Background: an optimization exercise with open tools, aiming at small area, a short achievable clock period and few clock cycles per item. Do not read the settings as production practice.
In this exercise RTL edits were held to simulation tests only and were not proved equivalent to the original.
Power figures rest on the tool's default switching activity, not on a simulated workload.

Setup of v18:
==> flow/design.v (excerpt) <==
module insertion_sort
  (
   clk,
   rst,
   src_tvalid,
   src_tready,
   src_tdata,
   src_tlast,
   dest_tvalid,
   dest_tready,
   dest_tdata,
   dest_tlast,
   tlast_err
   );
==> flow/config.mk <==
export PLATFORM = sky130hd
export DESIGN_NAME = insertion_sort
export DESIGN_NICKNAME = insertion_sort
export VERILOG_FILES = /design/flow/design.v
export SDC_FILE = /design/flow/constraint.sdc
export NUM_CORES = 4
export LEC_CHECK = 0
export CAP_MARGIN = 20
export CORE_MARGIN = 2
export CORE_UTILIZATION = 40
export SLEW_MARGIN = 20
==> flow/constraint.sdc <==
create_clock -name core_clock -period 10.0 [get_ports {clk}]
set_input_delay 2.0000 -clock core_clock [delete_from_list [all_inputs] [get_ports {clk}]]
set_output_delay 2.0000 -clock core_clock [all_outputs]
set_load 0.01 [all_outputs]
standard.sh (not shown) runs the stock make flow with config.mk's settings and CLKGATE_MAP_FILE= SYNTH_SCRIPT=/design/flow/synth_recipe.tcl, a recipe that flattens the netlist after the stock synthesis.
==> flow/flow/run.sh <==
#!/bin/bash
# The standard layout (standard.sh and the ORFS flow) with these changes:
# - synthesis is the standard one (synth_recipe.tcl) except that ABC maps the
#   logic with flow/abc_area.script: two rounds of &dc2 restructuring, one
#   mapping pass and no buffering or gate sizing, which the layout's repair
#   steps do later where timing needs it;
# - timing repair aims at a larger setup margin than config.mk accepts, so
#   that repair works the design below the fixed clock period;
# - clock tree synthesis clusters at most 10 flip-flops within 40 um per
#   clkbuf_4 leaf buffer and inserts no dummy loads, which makes a smaller
#   tree than the default clkbuf_16 one while keeping clock-pin slew low.
# make's whole output goes to standard.log; ORFS keeps each step's log under
# orfs/logs.
set -euo pipefail
here=$PWD
export MY_ABC_SCRIPT=$here/flow/abc_area.script
export FLOW_REF_SYNTH=$here/synth_recipe.tcl
bash standard.sh SYNTH_SCRIPT=$here/flow/synth.tcl SETUP_SLACK_MARGIN=5.6 \
  "CTS_ARGS=-sink_clustering_enable -repair_clock_nets -dont_use_dummy_load -buf_list sky130_fd_sc_hd__clkbuf_4 -sink_clustering_size 10 -sink_clustering_max_diameter 40" \
  finish > standard.log 2>&1
==> flow/flow/abc_area.script <==
&get -n
&st
&dc2
&dc2
&dch
&nf -p
&put
topo
==> flow/flow/synth.tcl <==
# The standard synthesis (synth_recipe.tcl, sourced unchanged), except that
# ABC's technology mapping runs the script in $MY_ABC_SCRIPT in place of
# ORFS's abc_speed.script.  Only the combinational mapping changes: the
# registers, their names and cells come out as in the standard synthesis.
proc abc {args} {
  set i [lsearch -exact $args -script]
  if {$i >= 0 && [string match *abc_speed.script [lindex $args [expr {$i + 1}]]]} {
    lset args [expr {$i + 1}] $::env(MY_ABC_SCRIPT)
  }
  yosys abc {*}$args
}
source $::env(FLOW_REF_SYNTH)
Testbench counts of v18, summed over its fixed seeds: cycles 10,876, items 10,357.
Modified inputs, v21 compared to v18
# v18
export LEC_CHECK = 0
export CAP_MARGIN = 20
export CORE_MARGIN = 2
export CORE_UTILIZATION = 40
export SLEW_MARGIN = 20
create_clock -name core_clock -period 10.0 [get_ports {clk}]
# v21
export LEC_CHECK = 0
export CAP_MARGIN = 20
export CORE_MARGIN = 2
export CORE_UTILIZATION = 40
export SETUP_SLACK_MARGIN = 5
export SLEW_MARGIN = 20
create_clock -name core_clock -period 10.0 [get_ports {clk}]
==> flow/run.sh (new file) <==
#!/bin/bash
# synth_recipe.tcl (not shown) runs the flow's synth.tcl, then flattens the netlist and writes it again
# the make line also repeats each setting of config.mk as NAME=value (left out here)
make -C /OpenROAD-flow-scripts/flow DESIGN_CONFIG=/design/flow/config.mk WORK_HOME=/design/flow/orfs CLKGATE_MAP_FILE= SYNTH_SCRIPT=/design/flow/synth_recipe.tcl finish
removed: flow/flow/run.sh
removed: flow/flow/abc_area.script
removed: flow/flow/synth.tcl
removed: flow/standard.sh
Results
Of v21 and v18, the higher worst slack at placement belongs to v18.
Run comparison: v18 start point of the critical path rst; v21 start point of the critical path src_tlast
v21 vs. v18: register area share after synthesis went down; final critical delay including setup and external delays went up; sequential share of layout area went down; wire length went up.
For v57, these inputs were changed with respect to v21:
# v21
export LEC_CHECK = 0
export CAP_MARGIN = 20
export CORE_MARGIN = 2
export CORE_UTILIZATION = 40
export SETUP_SLACK_MARGIN = 5
export SLEW_MARGIN = 20
create_clock -name core_clock -period 10.0 [get_ports {clk}]
# v57
export LEC_CHECK = 0
export CAP_MARGIN = 20
export CORE_MARGIN = 2
export CORE_UTILIZATION = 40
export SLEW_MARGIN = 20
create_clock -name core_clock -period 10.0 [get_ports {clk}]
==> flow/flow/run.sh (new file) <==
#!/bin/bash
# The standard layout (standard.sh and the ORFS flow) with these changes:
# - synthesis is the standard one (synth_recipe.tcl) except that ABC maps the
#   logic with flow/abc_area.script: one area-oriented mapping pass (delay
#   relaxed, after two rounds of &dc2 restructuring) and no buffering or gate sizing, which the layout's repair
#   steps do later where timing needs it;
# - timing repair aims at a larger setup margin than config.mk accepts, so
#   that repair works the design below the fixed clock period;
# - clock tree synthesis clusters at most 10 flip-flops within 40 um per
#   clkbuf_4 leaf buffer and inserts no dummy loads, which makes a smaller
#   tree than the default clkbuf_16 one while keeping clock-pin slew low.
# make's whole output goes to standard.log; ORFS keeps each step's log under
# orfs/logs.
set -euo pipefail
here=$PWD
export MY_ABC_SCRIPT=$here/flow/abc_area.script
export FLOW_REF_SYNTH=$here/synth_recipe.tcl
bash standard.sh SYNTH_SCRIPT=$here/flow/synth.tcl SETUP_SLACK_MARGIN=5.3 \
  "CTS_ARGS=-sink_clustering_enable -repair_clock_nets -dont_use_dummy_load -buf_list sky130_fd_sc_hd__clkbuf_4 -sink_clustering_size 10 -sink_clustering_max_diameter 40" \
  finish > standard.log 2>&1
==> flow/flow/abc_area.script (new file) <==
&get -n
&st
&dc2
&dc2
&dch
&nf -R 1000 -p
&put
topo
==> flow/flow/synth.tcl (new file) <==
# The standard synthesis (synth_recipe.tcl, sourced unchanged), except that
# ABC's technology mapping runs the script in $MY_ABC_SCRIPT in place of
# ORFS's abc_speed.script.  Only the combinational mapping changes: the
# registers, their names and cells come out as in the standard synthesis.
proc abc {args} {
  set i [lsearch -exact $args -script]
  if {$i >= 0 && [string match *abc_speed.script [lindex $args [expr {$i + 1}]]]} {
    lset args [expr {$i + 1}] $::env(MY_ABC_SCRIPT)
  }
  yosys abc {*}$args
}
source $::env(FLOW_REF_SYNTH)
==> flow/standard.sh (new file) <==
#!/bin/bash
# synth_recipe.tcl (not shown) runs the flow's synth.tcl, then flattens the netlist and writes it again
# the make line also repeats each setting of config.mk as NAME=value (left out here)
make -C /OpenROAD-flow-scripts/flow DESIGN_CONFIG=/design/flow/config.mk WORK_HOME=/design/flow/orfs CLKGATE_MAP_FILE= SYNTH_SCRIPT=/design/flow/synth_recipe.tcl "${@:-finish}"
removed: flow/run.sh
Notes after the runs:
Against v21, count of standard-cell rows in v57 fell by a few percent. Number of iterations in the first detailed-routing pass, v57 and v21, higher one = v21. Count of distinct cell types in the synthesized netlist: v57 lower than v21. In v57, the routed via count came out 1597 below the value in v21. Setup WNS v21 -> v57: better. Summary: with v21 as the reference, number of multi-input combinational cells in the layout in v57 moved down by more than 10%. Relative to v21, the final cell area reported for v57 is lower. As of v57, detailed-routed wire length on met2 had fallen by more than 10% compared to v21. On fraction of final layout cells sized beyond drive strength 1: between v57 and v21, it ends up higher for v21.
For v20, these inputs were changed with respect to v57:
==> flow/flow/run.sh <==
#!/bin/bash
# The standard layout (standard.sh and the ORFS flow) with these changes:
# - synthesis is the standard one (synth_recipe.tcl) except that ABC maps the
#   logic with flow/abc_area.script: one area-oriented mapping pass (delay
#   relaxed, after two rounds of &dc2 restructuring), no buffering or gate
#   sizing, which the layout's repair steps do later where timing needs it,
#   and no 4-input NOR cells (see flow/synth.tcl);
# - timing repair aims at a larger setup margin than config.mk accepts, so
#   that repair works the design below the fixed clock period;
# - clock tree synthesis clusters at most 10 flip-flops within 40 um per
#   clkbuf_4 leaf buffer and inserts no dummy loads, which makes a smaller
#   tree than the default clkbuf_16 one while keeping clock-pin slew low.
# make's whole output goes to standard.log; ORFS keeps each step's log under
# orfs/logs.
set -euo pipefail
here=$PWD
export MY_ABC_SCRIPT=$here/flow/abc_area.script
export FLOW_REF_SYNTH=$here/synth_recipe.tcl
bash standard.sh SYNTH_SCRIPT=$here/flow/synth.tcl SETUP_SLACK_MARGIN=5.6 \
  "CTS_ARGS=-sink_clustering_enable -repair_clock_nets -dont_use_dummy_load -buf_list sky130_fd_sc_hd__clkbuf_4 -sink_clustering_size 10 -sink_clustering_max_diameter 40" \
  finish > standard.log 2>&1
==> flow/flow/synth.tcl <==
# The standard synthesis (synth_recipe.tcl, sourced unchanged), except that
# ABC's technology mapping runs the script in $MY_ABC_SCRIPT in place of
# ORFS's abc_speed.script, and may not use the 4-input NOR cells (their four
# stacked p-transistors make them slow on the short port-to-port paths).
# Only the combinational mapping changes: the registers, their names and
# cells come out as in the standard synthesis.
proc abc {args} {
  set i [lsearch -exact $args -script]
  if {$i >= 0 && [string match *abc_speed.script [lindex $args [expr {$i + 1}]]]} {
    lset args [expr {$i + 1}] $::env(MY_ABC_SCRIPT)
    foreach c {nor4_1 nor4_2 nor4_4 nor4b_1 nor4b_2 nor4b_4 nor4bb_1 nor4bb_2 nor4bb_4} {
      lappend args -dont_use sky130_fd_sc_hd__$c
    }
  }
  yosys abc {*}$args
}
source $::env(FLOW_REF_SYNTH)
Notes after the runs:
- Looking at sequential share of cell area across v57 and v20, the one that comes out lower is v20.
- Status: cell count after synthesis parity (v57, v20)
- On final antenna diode count: v20 sits below v57.
- For first-iteration DRC count, dividing the value from v57 by the value from v20 gives 0.948.
- The via count of v57 and that of v20 are within noise of each other.
- Final instance area (higher): v20
- Per the comparison of v20 with v57, post-layout minimum cycle time -0.052 ns, minimum setup slack after placement moved up.
Changes in v3 relative to v20:
==> flow/flow/run.sh <==
#!/bin/bash
set -euo pipefail
bash standard.sh SETUP_SLACK_MARGIN=5.6 finish > standard.log 2>&1
removed: flow/flow/abc_area.script
removed: flow/flow/synth.tcl
==> run summary <==
v3 did not stop at any stage, and its layout met the timing, design-rule and antenna checks. The via count reported for v3 is higher than the one for v20. Static leakage ended up 2.4 nW higher on v3 than on v20. Between v3 and v20, the difference in share of the cycle needed by the critical path after routing is negligible. The final reports for v3 and v20 show biggest cell delay along the critical path higher in the former. Summary — fraction of power consumed by combinational cells, v3 relative to v20: lower, by 0.4 points. Die area in v3 vs v20: up 15%. Comparing v3 against v20, there is no change at all in number of synthesized flops with an enable pin. Looking at v3 and v20, the starting utilization of the core area is a wash. v20 has a lower multi-input gate share of total cell area than v3. | global-route usage | v3 vs v20 | 0.26 points higher |.
For v38, these inputs were changed with respect to v3:
==> flow/flow/run.sh <==
#!/bin/bash
# The standard layout (standard.sh: the standard synthesis and ORFS flow,
# unchanged) with two changes of settings:
# - timing repair aims at a larger setup margin than config.mk accepts, so
#   that repair works the design below the fixed clock period;
# - clock tree synthesis clusters at most 12 flip-flops within 50 um per
#   clkbuf_8 leaf buffer and inserts no dummy loads, which makes a smaller
#   tree than the default clkbuf_16 one while keeping clock-pin slew low.
# make's whole output goes to standard.log; ORFS keeps each step's log under
# orfs/logs.
set -euo pipefail
bash standard.sh SETUP_SLACK_MARGIN=5.6 \
  "CTS_ARGS=-sink_clustering_enable -repair_clock_nets -dont_use_dummy_load -buf_list sky130_fd_sc_hd__clkbuf_8 -sink_clustering_size 12 -sink_clustering_max_diameter 50" \
  finish > standard.log 2>&1
Results
Summary of the comparison: switching share of power is higher in v38, relative to v3.
Register-to-register setup slack: v38 vs v3 up 0.08 ns
v38 vs v3 — power dropped 1.2 mW.
Total detailed-routing wirelength down 1.2% in v38 wrt v3
Looking at share of total power in the clock network, v38 sits below v3.
Leakage power of the design in v38 is about 6% lower than in v3
v3 → v38: transition time at the pin with the least slew margin went down 0.063 ns; design area went down.
Looking at area added between synthesis and finish across v38 and v3, the one that comes out lower is v38.
As far as power of the sequential group is concerned, v3 and v38 perform about the same.

-- afterwards: timing with drivers on the ports --
Ports are ideal in the flow. The routed layouts listed here were re-timed in OpenROAD.
Step 1 assumes that a clkbuf_16 drives the clock port and a buf_2 every other input.
Step 2 moves the port delays by t, midway between the first and last clock arrival at a register: inputs arrive t later, outputs are due t later. That takes back most of the time a late clock gives input paths.
Three values: no drivers, after step 1, after step 2; two values: the first two.
run	t, ns	setup slack, ns	worst data-port slew with drivers (ns)
v18	0.988	5.213 / 5.143 / 4.649	0.09
v21	0.680	5.123 / 5.098 / 4.691	0.03
v57	0.972	5.335 / 5.295 / 4.544	0.05
v20	0.959	5.387 / 5.349 / 4.774	0.05
v3	0.690	5.380 / 5.333 / 4.880	0.06
v38	0.742	5.380 / 5.332 / 4.892	0.06
After both steps every run listed still meets setup and hold. The setup slack of v57, which loses most, moves by -0.040 ns with the drivers and by -0.791 ns with both steps.
